Source: an optimization exercise on an open RTL-to-GDS flow (aim: small area, a short achievable clock period and few clock cycles). Production flows keep margins and buffers that such runs may drop.
Only simulation tests tie the RTL to the original design; equivalence was not proved.
Power figures rest on the tool's default switching activity, not on a simulated workload.

Design Conv, start of the top module:
module Conv(
  clk,
  rst_n,
  image_valid,
  filter_valid,
  in_data,
  out_valid,
  out_data
);
input clk,rst_n,image_valid,filter_valid;
input [2:0] in_data;
output [8:0] out_data;
output logic out_valid;
function automatic [5:0] m3(input [2:0] a, input [2:0] b);
  case ({a, b})
    6'd0: m3 = 6'd0;
    6'd1: m3 = 6'd0;
    6'd2: m3 = 6'd0;
    6'd3: m3 = 6'd0;
    6'd4: m3 = 6'd0;
    6'd5: m3 = 6'd0;
    6'd6: m3 = 6'd0;
    6'd7: m3 = 6'd0;
    6'd8: m3 = 6'd0;
    6'd9: m3 = 6'd1;
    6'd10: m3 = 6'd2;
    6'd11: m3 = 6'd3;
    6'd12: m3 = 6'd4;
    6'd13: m3 = 6'd5;
    6'd14: m3 = 6'd6;
    6'd15: m3 = 6'd7;
    6'd16: m3 = 6'd0;
    6'd17: m3 = 6'd2;
    6'd18: m3 = 6'd4;
    6'd19: m3 = 6'd6;
    6'd20: m3 = 6'd8;
    6'd21: m3 = 6'd10;
    6'd22: m3 = 6'd12;
    6'd23: m3 = 6'd14;
    6'd24: m3 = 6'd0;
    6'd25: m3 = 6'd3;
    6'd26: m3 = 6'd6;
    6'd27: m3 = 6'd9;
    6'd28: m3 = 6'd12;
    6'd29: m3 = 6'd15;
    6'd30: m3 = 6'd18;
    6'd31: m3 = 6'd21;
    6'd32: m3 = 6'd0;
    6'd33: m3 = 6'd4;
    6'd34: m3 = 6'd8;
    6'd35: m3 = 6'd12;
    6'd36: m3 = 6'd16;
    6'd37: m3 = 6'd20;
    6'd38: m3 = 6'd24;
    6'd39: m3 = 6'd28;
    6'd40: m3 = 6'd0;
    6'd41: m3 = 6'd5;
    6'd42: m3 = 6'd10;
    6'd43: m3 = 6'd15;
    6'd44: m3 = 6'd20;
    6'd45: m3 = 6'd25;
    6'd46: m3 = 6'd30;
    6'd47: m3 = 6'd35;
    6'd48: m3 = 6'd0;
    6'd49: m3 = 6'd6;
    6'd50: m3 = 6'd12;
    6'd51: m3 = 6'd18;
    6'd52: m3 = 6'd24;
    6'd53: m3 = 6'd30;
    6'd54: m3 = 6'd36;
    6'd55: m3 = 6'd42;
    6'd56: m3 = 6'd0;
    6'd57: m3 = 6'd7;
    6'd58: m3 = 6'd14;
  ...
Size in the first run: about 180 flip-flops, roughly 17 I/O pins, roughly 0.0088 sq mm of cells after synthesis.
Settings: LEC_CHECK=0, ABC_AREA=1, CAP_MARGIN=20, CORE_MARGIN=2, CORE_UTILIZATION=70, CTS_BUF_LIST=sky130_fd_sc_hd__clkbuf_4 sky130_fd_sc_hd__clkbuf_8, CTS_CLUSTER_DIAMETER=50, CTS_CLUSTER_SIZE=20, SETUP_SLACK_MARGIN=3.6, SLEW_MARGIN=20; clock period 6.0 ns.
run.sh (not shown) runs the stock make flow with config.mk's settings and CLKGATE_MAP_FILE= SYNTH_SCRIPT=/design/flow/synth_recipe.tcl, a recipe that flattens the netlist after the stock synthesis.
Testbench counts at the start, summed over its fixed seeds: cycles 9,600.
Change:
Settings changed: ABC_AREA 1 to not set, CORE_UTILIZATION 70 to 80, SETUP_SLACK_MARGIN 3.6 to 3.7.
Effect: Routed wire length is higher by well over a third; cell count fell by about a fifth; global-route usage grows by 17 points; synthesized cell count falls by about a fifth; critical path depth grows by 4; cell area grows by a few percent; first-iteration DRC count rose to 3.2 times its value.

========
Conv again, from the RTL that the note above started with.
clock: 6.0 ns
lec_check: 0
cap_margin: 20
core_margin: 2
core_utilization: 75
cts_buf_list: sky130_fd_sc_hd__clkbuf_4 sky130_fd_sc_hd__clkbuf_8
cts_cluster_diameter: 50
cts_cluster_size: 20
setup_slack_margin: 3.5
slew_margin: 20
Testbench counts at the start, summed over its fixed seeds: cycles 9,600.
Then changed:
--- a/flow/config.mk
+++ b/flow/config.mk
@@ -10,4 +10,4 @@
-export CORE_UTILIZATION = 75
-export CTS_BUF_LIST = sky130_fd_sc_hd__clkbuf_4 sky130_fd_sc_hd__clkbuf_8
-export CTS_CLUSTER_DIAMETER = 50
-export CTS_CLUSTER_SIZE = 20
+export CORE_UTILIZATION = 70
+export CTS_BUF_LIST = sky130_fd_sc_hd__clkbuf_8
+export CTS_CLUSTER_DIAMETER = 100
+export CTS_CLUSTER_SIZE = 40
- The changed run passed the timing, design-rule and antenna checks
- total power is higher by 1.3%
- global-route usage is lower by 1.2 points
- worst hold slack hardly moves
- synthesized cell count stays the same
- clock-buffer cell count is lower by 3
- synthesized area does not change
- register-to-register slack is better by 0.02 ns

==> separate check: timing with driven ports <==
Ports are ideal in the flow. The routed layouts listed here were re-timed in OpenROAD.
Step 1 (the two cells are an assumption about what drives the block):
set clk [get_ports {clk}]
set_driving_cell -lib_cell sky130_fd_sc_hd__clkbuf_16 $clk
set_driving_cell -lib_cell sky130_fd_sc_hd__buf_2 [delete_from_list [all_inputs] $clk]
Step 2 times the ports against the registers' clock, not the clock port: input delays grow and output delays shrink by t, the midpoint of the rising clock arrivals with the driver on.
a / b / c = ideal ports / drivers / drivers and shift; a / b = the first two.
| run | t (ns) | slack for setup (ns) | latest minus earliest clock arrival (ns) | pins driven straight from the clock port |
|---|---|---|---|---|
| the first run of note 1 | 0.485 | 3.599 / 3.563 / 3.245 | 0.010 / 0.010 | 1 |
| the second run of note 1 | 0.548 | 3.286 / 3.286 / 2.784 | 0.024 / 0.024 | 1 |
| the first run of note 2 | 0.484 | 3.563 / 3.563 / 3.238 | 0.013 / 0.013 | 1 |
| the second run of note 2 | 0.512 | 3.586 / 3.558 / 3.183 | 0.011 / 0.011 | 1 |
After both steps every run listed still meets setup and hold. The setup slack of the second run of note 1, which loses most, moves by 0.000 ns with the drivers and by -0.502 ns with both steps.
